This design comes from an exercise in tuning for small area on the open sky130 flow, not from production work.
Where RTL was checked, it was by simulation tests only, not by an equivalence proof against the original.
No activity file was given, so power comes from the tool's default toggle rates.

== the previous run ==
==> flow/design.v (excerpt) <==
module pipeline_wrapped (
    input  wire        clk,
    input  wire        reset,
    input  wire [31:0] pipeline1_inputs,
    input  wire [31:0] pipeline2_inputs,
    input  wire [1:0]  in_valid,
    input  wire        flush_1,
    input  wire        flush_2,
    output wire [31:0] pipeline1_outputs,
    output wire [31:0] pipeline2_outputs,
    output wire [1:0]  out_valid
);
For scale: ~1800 cells after synthesis, about 140 I/O pins, ~0.028 sq mm of cells after synthesis.
Settings: LEC_CHECK=0, CAP_MARGIN=20, CORE_MARGIN=2, CORE_UTILIZATION=70, CTS_BUF_LIST=sky130_fd_sc_hd__clkbuf_8, CTS_CLUSTER_SIZE=30, SLEW_MARGIN=20; clock period 5.0 ns.
run.sh (not shown) runs the stock make flow with config.mk's settings and CLKGATE_MAP_FILE= SYNTH_SCRIPT=/design/flow/synth_recipe.tcl, a recipe that flattens the netlist after the stock synthesis.
Having completed the whole flow, the previous run delivered a layout that passed the timing, design-rule and antenna checks.
[inputs] the current run vs the previous run
- swapping sky130_fd_sc_hd__clkbuf_8 for sky130_fd_sc_hd__clkbuf_4 in CTS_BUF_LIST
- clearing CTS_CLUSTER_SIZE, which used to be 30
Final worst-path cycle share sits lower in the current run than in the previous run. Number of vias per cell after detailed routing down about 2% in the current run wrt the previous run. Looking only at clock insertion delay at the later pin of the skew report, and setting everything else aside, the higher value of the current run and the previous run goes to the current run. Relative to the previous run, the global-route usage over all layers of the current run is higher by 0.75 points. The current run against the previous run: power spent charging and discharging nets rose by 0.18 mW; relative slew slack went down by 1.5 points.
Function was not checked in any run of this note: the RTL went through the layout flow alone.


old:
Another version of the RTL of pipeline_wrapped (not shown whole).
For scale: roughly 800 flip-flops, ~140 I/O pins, ~25000 um2 of cells after synthesis.
// pipeline_wrapped
module pipeline_wrapped (
    input  wire        clk,
    input  wire        reset,
    input  wire [31:0] pipeline1_inputs,
    input  wire [31:0] pipeline2_inputs,
    input  wire [1:0]  in_valid,
    input  wire        flush_1,
    input  wire        flush_2,
    output wire [31:0] pipeline1_outputs,
    output wire [31:0] pipeline2_outputs,
    output wire [1:0]  out_valid
);
export LEC_CHECK = 0
export CAP_MARGIN = 20
export CORE_MARGIN = 2
export CORE_UTILIZATION = 55
export SLEW_MARGIN = 20
export SYNTH_HIERARCHICAL = 1
export SYNTH_MINIMUM_KEEP_SIZE = 0
export BUFFER_PORTS_ARGS = -buffer_cell sky130_fd_sc_hd__buf_1
export CTS_ARGS = -sink_clustering_enable -repair_clock_nets -dont_use_dummy_load -buf_list sky130_fd_sc_hd__clkbuf_8 -sink_clustering_size 16 -sink_clustering_max_diameter 50
create_clock -name core_clock -period 5.0 [get_ports {clk}]
standard.sh (not shown) runs the stock make flow with config.mk's settings and CLKGATE_MAP_FILE= SYNTH_SCRIPT=/design/flow/synth_recipe.tcl, a recipe that flattens the netlist after the stock synthesis.
==> flow/flow/run.sh <==
#!/bin/bash
# Standard layout (the standard.sh, standard synthesis unchanged) with two
# changes: ports are buffered with buf_1 instead of the default buffer cell, and
# clock tree synthesis inserts no dummy loads and uses clkbuf_8 buffers driving
# clusters of up to 16 flip-flops within 50 um.
set -euo pipefail
cat >> config.mk <<'EOF'
export BUFFER_PORTS_ARGS = -buffer_cell sky130_fd_sc_hd__buf_1
export CTS_ARGS = -sink_clustering_enable -repair_clock_nets -dont_use_dummy_load -buf_list sky130_fd_sc_hd__clkbuf_8 -sink_clustering_size 16 -sink_clustering_max_diameter 50
EOF
bash standard.sh > standard.log 2>&1
Modified inputs, new compared to old
Settings: clearing BUFFER_PORTS_ARGS, which used to be -buffer_cell sky130_fd_sc_hd__buf_1; putting CTS_CLUSTER_SIZE at 30 where nothing was set; putting CTS_BUF_LIST at sky130_fd_sc_hd__clkbuf_8 where nothing was set; clearing CTS_ARGS, which used to be -sink_clustering_enable -repair_clock_nets -dont_use_dummy_load -buf_list sky130_fd_sc_hd__clkbuf_8 -sink_clustering_size 16 -sink_clustering_max_diameter 50.
==> flow/run.sh (new file) <==
#!/bin/bash
# synth_recipe.tcl (not shown) runs the flow's synth.tcl, then flattens the netlist and writes it again
# the make line also repeats each setting of config.mk as NAME=value (left out here)
make -C /OpenROAD-flow-scripts/flow DESIGN_CONFIG=/design/flow/config.mk WORK_HOME=/design/flow/orfs CLKGATE_MAP_FILE= SYNTH_SCRIPT=/design/flow/synth_recipe.tcl finish
removed: flow/flow/run.sh
removed: flow/standard.sh
[summary]
- Per the comparison of new with old, total power consumption of the routed design has increased; data-path buffer share of cell area in the final layout has increased.
- Reported for new and old, synthesized cell count turned out identical to the last digit.
- Relative to old, the sequential fraction of design power of new is lower by 8.8 points.


Setup of 03-16:
Another version of the RTL of pipeline_wrapped (not shown whole).
Size: ~800 flip-flops, roughly 140 I/O pins.
Design pipeline_wrapped, start of the top module:
module pipeline_wrapped (
    input  wire        clk,
    input  wire        reset,
    input  wire [31:0] pipeline1_inputs,
    input  wire [31:0] pipeline2_inputs,
    input  wire [1:0]  in_valid,
    input  wire        flush_1,
    input  wire        flush_2,
    output wire [31:0] pipeline1_outputs,
    output wire [31:0] pipeline2_outputs,
    output wire [1:0]  out_valid
);
Settings: LEC_CHECK=0, CAP_MARGIN=20, CORE_MARGIN=2, CORE_UTILIZATION=70, SLEW_MARGIN=20, SYNTH_HIERARCHICAL=1, SYNTH_MINIMUM_KEEP_SIZE=0, BUFFER_PORTS_ARGS=-buffer_cell sky130_fd_sc_hd__buf_1, CTS_ARGS=-sink_clustering_enable -repair_clock_nets -dont_use_dummy_load -buf_list sky130_fd_sc_hd__clkbuf_4 -sink_clustering_size 10 -sink_clustering_max_diameter 45; clock period 5.0 ns.
==> flow/flow/run.sh <==
#!/bin/bash
# Standard layout (the standard.sh, standard synthesis unchanged) with two
# changes: ports are buffered with buf_1 instead of the default buffer cell, and
# clock tree synthesis inserts no dummy loads and uses clkbuf_4 buffers driving
# clusters of up to 10 flip-flops within 45 um.
set -euo pipefail
cat >> config.mk <<'EOF'
export BUFFER_PORTS_ARGS = -buffer_cell sky130_fd_sc_hd__buf_1
export CTS_ARGS = -sink_clustering_enable -repair_clock_nets -dont_use_dummy_load -buf_list sky130_fd_sc_hd__clkbuf_4 -sink_clustering_size 10 -sink_clustering_max_diameter 45
EOF
bash standard.sh > standard.log 2>&1
Changes in 04-27 relative to 03-16:
# 03-16
export LEC_CHECK = 0
export CAP_MARGIN = 20
export CORE_MARGIN = 2
export CORE_UTILIZATION = 70
export SLEW_MARGIN = 20
export SYNTH_HIERARCHICAL = 1
export SYNTH_MINIMUM_KEEP_SIZE = 0
export BUFFER_PORTS_ARGS = -buffer_cell sky130_fd_sc_hd__buf_1
export CTS_ARGS = -sink_clustering_enable -repair_clock_nets -dont_use_dummy_load -buf_list sky130_fd_sc_hd__clkbuf_4 -sink_clustering_size 10 -sink_clustering_max_diameter 45
create_clock -name core_clock -period 5.0 [get_ports {clk}]
# 04-27
export LEC_CHECK = 0
export CAP_MARGIN = 20
export CORE_MARGIN = 2
export CORE_UTILIZATION = 70
export SLEW_MARGIN = 20
export SYNTH_HIERARCHICAL = 1
export SYNTH_MINIMUM_KEEP_SIZE = 0
export BUFFER_PORTS_ARGS = -buffer_cell sky130_fd_sc_hd__buf_1
export CTS_ARGS = -sink_clustering_enable -repair_clock_nets -dont_use_dummy_load -buf_list sky130_fd_sc_hd__clkbuf_8 -sink_clustering_size 16 -sink_clustering_max_diameter 50
create_clock -name core_clock -period 5.0 [get_ports {clk}]
==> flow/flow/run.sh <==
#!/bin/bash
# Standard layout (the standard.sh, standard synthesis unchanged) with two
# changes: ports are buffered with buf_1 instead of the default buffer cell, and
# clock tree synthesis inserts no dummy loads and uses clkbuf_8 buffers driving
# clusters of up to 16 flip-flops within 50 um.
set -euo pipefail
cat >> config.mk <<'EOF'
export BUFFER_PORTS_ARGS = -buffer_cell sky130_fd_sc_hd__buf_1
export CTS_ARGS = -sink_clustering_enable -repair_clock_nets -dont_use_dummy_load -buf_list sky130_fd_sc_hd__clkbuf_8 -sink_clustering_size 16 -sink_clustering_max_diameter 50
EOF
bash standard.sh > standard.log 2>&1
### Flow results
On proportion of power drawn by combinational gates, 04-27 and 03-16 are basically level. Against 03-16, internal power in 04-27 rose by a few percent. Final instance count without filler cells was higher in the run labelled 03-16. 04-27: no failed stages, no open violations at the end. Compared with 03-16, 04-27 shows a overall routed net length that is 1.2% lower. Final area (lower): 03-16. On clock share of power, the higher figure sits with 04-27, not 03-16. 03-16 → 04-27: time the worst path needs with I/O delays and setup fell 0.0076 ns; post-route worst hold slack went up 0.056 ns; routed wire length per instance shows an increase of 0.54%.


Setup of 08-15:
pipeline_wrapped with an RTL version that a note above also has.
For scale: ~800 flip-flops, ~140 I/O pins, roughly 0.025 mm2 of cells after synthesis.
Settings: LEC_CHECK=0, CAP_MARGIN=20, CORE_MARGIN=2, CORE_UTILIZATION=55, SLEW_MARGIN=20, SYNTH_HIERARCHICAL=1, SYNTH_MINIMUM_KEEP_SIZE=0, BUFFER_PORTS_ARGS=-buffer_cell sky130_fd_sc_hd__buf_1, CTS_ARGS=-sink_clustering_enable -repair_clock_nets -dont_use_dummy_load -buf_list sky130_fd_sc_hd__clkbuf_8; clock period 5.0 ns.
==> flow/flow/run.sh <==
#!/bin/bash
# Standard layout (the standard.sh, standard synthesis unchanged) with two
# changes: ports are buffered with buf_1 instead of the default buffer cell, and
# clock tree synthesis inserts no dummy loads and uses clkbuf_8 buffers.
set -euo pipefail
cat >> config.mk <<'EOF'
export BUFFER_PORTS_ARGS = -buffer_cell sky130_fd_sc_hd__buf_1
export CTS_ARGS = -sink_clustering_enable -repair_clock_nets -dont_use_dummy_load -buf_list sky130_fd_sc_hd__clkbuf_8
EOF
bash standard.sh > standard.log 2>&1
Per the final summary, 08-15 finished and its layout is clean on timing, DRC and antenna.
## Diff of input files: 07-23 against 08-15
# 08-15
export LEC_CHECK = 0
export CAP_MARGIN = 20
export CORE_MARGIN = 2
export CORE_UTILIZATION = 55
export SLEW_MARGIN = 20
export SYNTH_HIERARCHICAL = 1
export SYNTH_MINIMUM_KEEP_SIZE = 0
export BUFFER_PORTS_ARGS = -buffer_cell sky130_fd_sc_hd__buf_1
export CTS_ARGS = -sink_clustering_enable -repair_clock_nets -dont_use_dummy_load -buf_list sky130_fd_sc_hd__clkbuf_8
create_clock -name core_clock -period 5.0 [get_ports {clk}]
# 07-23
export LEC_CHECK = 0
export CAP_MARGIN = 20
export CORE_MARGIN = 2
export CORE_UTILIZATION = 55
export SLEW_MARGIN = 20
export SYNTH_HIERARCHICAL = 1
export SYNTH_MINIMUM_KEEP_SIZE = 0
export BUFFER_PORTS_ARGS = -buffer_cell sky130_fd_sc_hd__buf_1
export CTS_ARGS = -sink_clustering_enable -repair_clock_nets -dont_use_dummy_load -buf_list sky130_fd_sc_hd__clkbuf_8 -sink_clustering_size 18 -sink_clustering_max_diameter 50
create_clock -name core_clock -period 5.0 [get_ports {clk}]
==> flow/flow/run.sh <==
#!/bin/bash
# Standard layout (the standard.sh, standard synthesis unchanged) with two
# changes: ports are buffered with buf_1 instead of the default buffer cell, and
# clock tree synthesis inserts no dummy loads and uses clkbuf_8 buffers driving
# clusters of up to 18 flip-flops within 50 um.
set -euo pipefail
cat >> config.mk <<'EOF'
export BUFFER_PORTS_ARGS = -buffer_cell sky130_fd_sc_hd__buf_1
export CTS_ARGS = -sink_clustering_enable -repair_clock_nets -dont_use_dummy_load -buf_list sky130_fd_sc_hd__clkbuf_8 -sink_clustering_size 18 -sink_clustering_max_diameter 50
EOF
bash standard.sh > standard.log 2>&1
Findings:
Higher number of design-rule violations left by the first detailed-router iteration goes to 08-15 over 07-23.
[compare] base=08-15 new=07-23: total global routing track utilization now smaller; wire length per cell after detailed routing now larger; adder and majority gate portion of the synthesized area comparable; number of clock buffers in the layout now smaller; wire length of the first global-routing pass now smaller.
Re number of CTS-inserted buffers: 07-23 is about 54% down on 08-15.
Design area on 07-23 is ahead of 08-15.
In the tables for 07-23 and 08-15, sequential share of layout area reads lower with 08-15.
Between 07-23 and 08-15, final worst-path cycle share is lower for 08-15, 07-23 comes in above that.
Utilization in 07-23 is 1.9 points below 08-15.

[static timing again, ports no longer ideal]
Ports are ideal in the flow. The routed layouts listed here were re-timed in OpenROAD. Step 1, drivers: a clkbuf_16 drives clk and a buf_2 each remaining input, both assumed. Step 2, shift: input delay + t, output delay - t, t = (earliest + latest rising clock arrival at the registers) / 2. This alone moves slack from input paths to output paths. a / b / c = ideal / step 1 / step 2; a / b = the first two.
run | t, ns | setup slack, ns | slew at the worst register clock pin (ns) | worst slew at a driven data input, ns
the previous run | 0.724 | 1.473 / 1.473 / 1.080 | 0.07 / 0.07 | 0.05
the current run | 0.953 | 1.555 / 1.555 / 1.106 | 0.08 / 0.08 | 0.04
old | 0.708 | 1.581 / 1.581 / 1.540 | 0.10 / 0.10 | 0.09
new | 0.743 | 1.425 / 1.425 / 1.125 | 0.07 / 0.07 | 0.04
03-16 | 0.836 | 1.337 / 1.337 / 1.337 | 0.12 / 0.12 | 0.05
04-27 | 0.696 | 1.345 / 1.345 / 1.345 | 0.10 / 0.10 | 0.06
08-15 | 0.718 | 1.565 / 1.565 / 1.539 | 0.06 / 0.06 | 0.09
07-23 | 0.709 | 1.541 / 1.541 / 1.525 | 0.11 / 0.11 | 0.09
After both steps setup and hold are still met in every run listed. For the current run, which loses most, drivers alone change the setup slack by 0.000 ns; drivers and shift together by -0.449 ns.
